Source: an optimization exercise on an open RTL-to-GDS flow (aim: small area). Production flows keep margins and buffers that such runs may drop. The RTL was checked by simulation tests, not by an equivalence proof against the original design.

==> flow/design.v (excerpt) <==
module htop (
    rst_n_scl,clk_scl,
    scl_i_vsync,scl_i_hsync,
    scl_i_data_r,scl_i_data_g,scl_i_data_b,
    scl_cfg_mode,scl_cfg_rsz,scl_cfg_flt,scl_i_data_en,
    scl_o_vsync,scl_o_hsync,
    scl_o_data_en,
    scl_o_data_r,scl_o_data_g,scl_o_data_b);
input rst_n_scl,clk_scl;
input scl_i_vsync,scl_i_hsync;
input [7:0] scl_i_data_r,scl_i_data_g,scl_i_data_b;
input scl_i_data_en,scl_cfg_mode,scl_cfg_rsz;
input [1:0] scl_cfg_flt;
output scl_o_vsync,scl_o_hsync;
output scl_o_data_en;
output [7:0] scl_o_data_r,scl_o_data_g,scl_o_data_b;
reg [7:0] r0,r1,r2,r3,r4,r5,ro;
reg [7:0] g0,g1,g2,g3,g4,g5,go;
reg [7:0] b0,b1,b2,b3,b4,b5,bo;
reg e0,e1,e2,e3,e4;         
reg k2,k3,k4,k5,ko;         
reg [1:0] cnt;              
reg [5:0] vsync_d,hsync_d;
reg vo,ho;
reg cset1, rev;
reg selg, selh, xf, yf;
wire mode = scl_cfg_mode;
wire keep1 = !mode || (scl_cfg_rsz ? (cnt == 2'd0) : !cnt[0]);
wire ldr = mode & k2;
wire ldg = mode & k3;
wire ldb = mode & k4;
wire [7:0] xa = selg ? g4 : r3;
wire [7:0] xb = selg ? g3 : r2;
wire [7:0] xc = selh ? g2 : r1;
wire [7:0] xd0 = selh ? g1 : r0;
wire [7:0] xd = xf ? xd0 : xc;
wire [7:0] yd = yf ? b2 : b3;
wire [15:0] ua, ub, uc, ud, uy;
assign ua = {rev ? yd : b5, rev ? xd : xa};
assign ub = {rev ? b3 : b4, rev ? xc : xb};
assign uc = {rev ? b4 : b3, rev ? xb : xc};
assign ud = {rev ? b5 : yd, rev ? xa : xd};
wire [7:0] yx = uy[7:0];
wire [7:0] yy = uy[15:8];
genvar u;
generate for (u = 0; u < 2; u = u + 1) begin : unit
    wire [7:0] a = ua[8*u +: 8];
    wire [7:0] b = ub[8*u +: 8];
    wire [7:0] c = uc[8*u +: 8];
    wire [7:0] d = ud[8*u +: 8];
    wire set1 = cset1;
    wire [7:0] y;
    wire [7:0] na = ~a, nb = ~b, nd = ~d;
    wire n0 = !set1 & a[0];
    wire n1 = !set1 & a[1];
    wire n2 = !set1 & a[2];
    wire n3 = set1 ? c[0] : a[3];
    wire n4 = set1 ? c[1] : a[4];
    wire n5 = set1 ? c[2] : a[5];
    wire n6 = set1 ? c[3] : a[6];
    wire n7 = set1 ? c[4] : a[7];
    wire n8 = set1 & c[5];
    wire n9 = set1 & c[6];
    wire n10 = set1 & c[7];
    wire n11 = !set1 & b[0];
    wire n12 = set1 ? d[0] : b[1];
    wire n13 = set1 ? d[1] : b[2];
    wire n14 = set1 ? d[2] : b[3];
    wire n15 = set1 ? d[3] : b[4];
    wire n16 = set1 ? d[4] : b[5];
  ...
Size in the first run: ~1100 cells after synthesis, ~200 flip-flops, about 60 I/O pins.
Settings: LEC_CHECK=0, CAP_MARGIN=20, CORE_MARGIN=2, CORE_UTILIZATION=30, CTS_BUF_LIST=sky130_fd_sc_hd__clkbuf_4 sky130_fd_sc_hd__clkbuf_8, SLEW_MARGIN=20, SYNTH_HIERARCHICAL=1; clock period 6.5 ns.
standard.sh (not shown) runs the stock make flow with config.mk's settings and CLKGATE_MAP_FILE= SYNTH_SCRIPT=/design/flow/synth_recipe.tcl, a recipe that flattens the netlist after the stock synthesis.
==> flow/flow/run.sh <==
#!/bin/bash
# The standard layout (the standard.sh, standard synthesis unchanged), with the port
# buffers made from the smallest buffer cell, and non-critical gates downsized after global routing. make's full output goes to layout.log here;
# each ORFS step also keeps its own log under orfs/logs/.
set -euo pipefail
export BUFFER_PORTS_ARGS="-buffer_cell sky130_fd_sc_hd__buf_1"
export RECOVER_POWER=100
bash standard.sh > layout.log 2>&1
The baseline completed without violations.
==> next run, changes <==
--- a/flow/config.mk
+++ b/flow/config.mk
@@ -8,6 +8,6 @@
 export CAP_MARGIN = 20
 export CORE_MARGIN = 2
-export CORE_UTILIZATION = 30
-export CTS_BUF_LIST = sky130_fd_sc_hd__clkbuf_4 sky130_fd_sc_hd__clkbuf_8
+export CORE_UTILIZATION = 35
+export CTS_BUF_LIST = sky130_fd_sc_hd__clkbuf_8
 export SLEW_MARGIN = 20
 export SYNTH_HIERARCHICAL = 1
=> The new run completed with no timing, DRC or antenna violations. Design area barely changes. Routed wire length goes down by 1.5%. Synthesized area does not change. Register-to-register slack gets better by 0.07 ns. First-iteration DRC count goes up by 15%. Final cell count came out lower by 4.6%. Synthesized cell count does not change. Utilization came out higher by 5.9 points.
==> next run, changes <==
--- a/flow/config.mk
+++ b/flow/config.mk
@@ -8,6 +8,7 @@
 export CAP_MARGIN = 20
 export CORE_MARGIN = 2
-export CORE_UTILIZATION = 35
+export CORE_UTILIZATION = 30
 export CTS_BUF_LIST = sky130_fd_sc_hd__clkbuf_8
+export PLACE_DENSITY = 0.45
 export SLEW_MARGIN = 20
 export SYNTH_HIERARCHICAL = 1
Result: The new run went through all stages and came out clean. Utilization fell by 5.4 points. Setup slack improved by 0.018 ns. Synthesized cell count does not change. Cell area goes up slightly. Wire length rises by roughly a tenth.

[static timing again, ports no longer ideal]
The flow's constraints put no driver on any port. The routed layouts listed below were extracted and timed again, unchanged, in two steps.
Step 1: set_driving_cell puts a clkbuf_16 on clk_scl and a buf_2 on each other input, an assumption about the parent block.
Step 2 also shifts input and output timing later by t, the mid clock arrival at the registers, as if the neighbouring blocks saw the same clock.
a / b / c = ideal ports / drivers / drivers and shift; a / b = the first two.
| run | shift t [ns] | setup WS [ns] | clock arrival spread, ns |
|---|---|---|---|
| the first run | 0.506 | 0.207 / 0.207 / 0.207 | 0.015 / 0.015 |
| the second run | 0.500 | 0.273 / 0.273 / 0.273 | 0.022 / 0.021 |
| the third run | 0.523 | 0.292 / 0.292 / 0.292 | 0.018 / 0.018 |
After both steps every run listed still meets setup and hold.
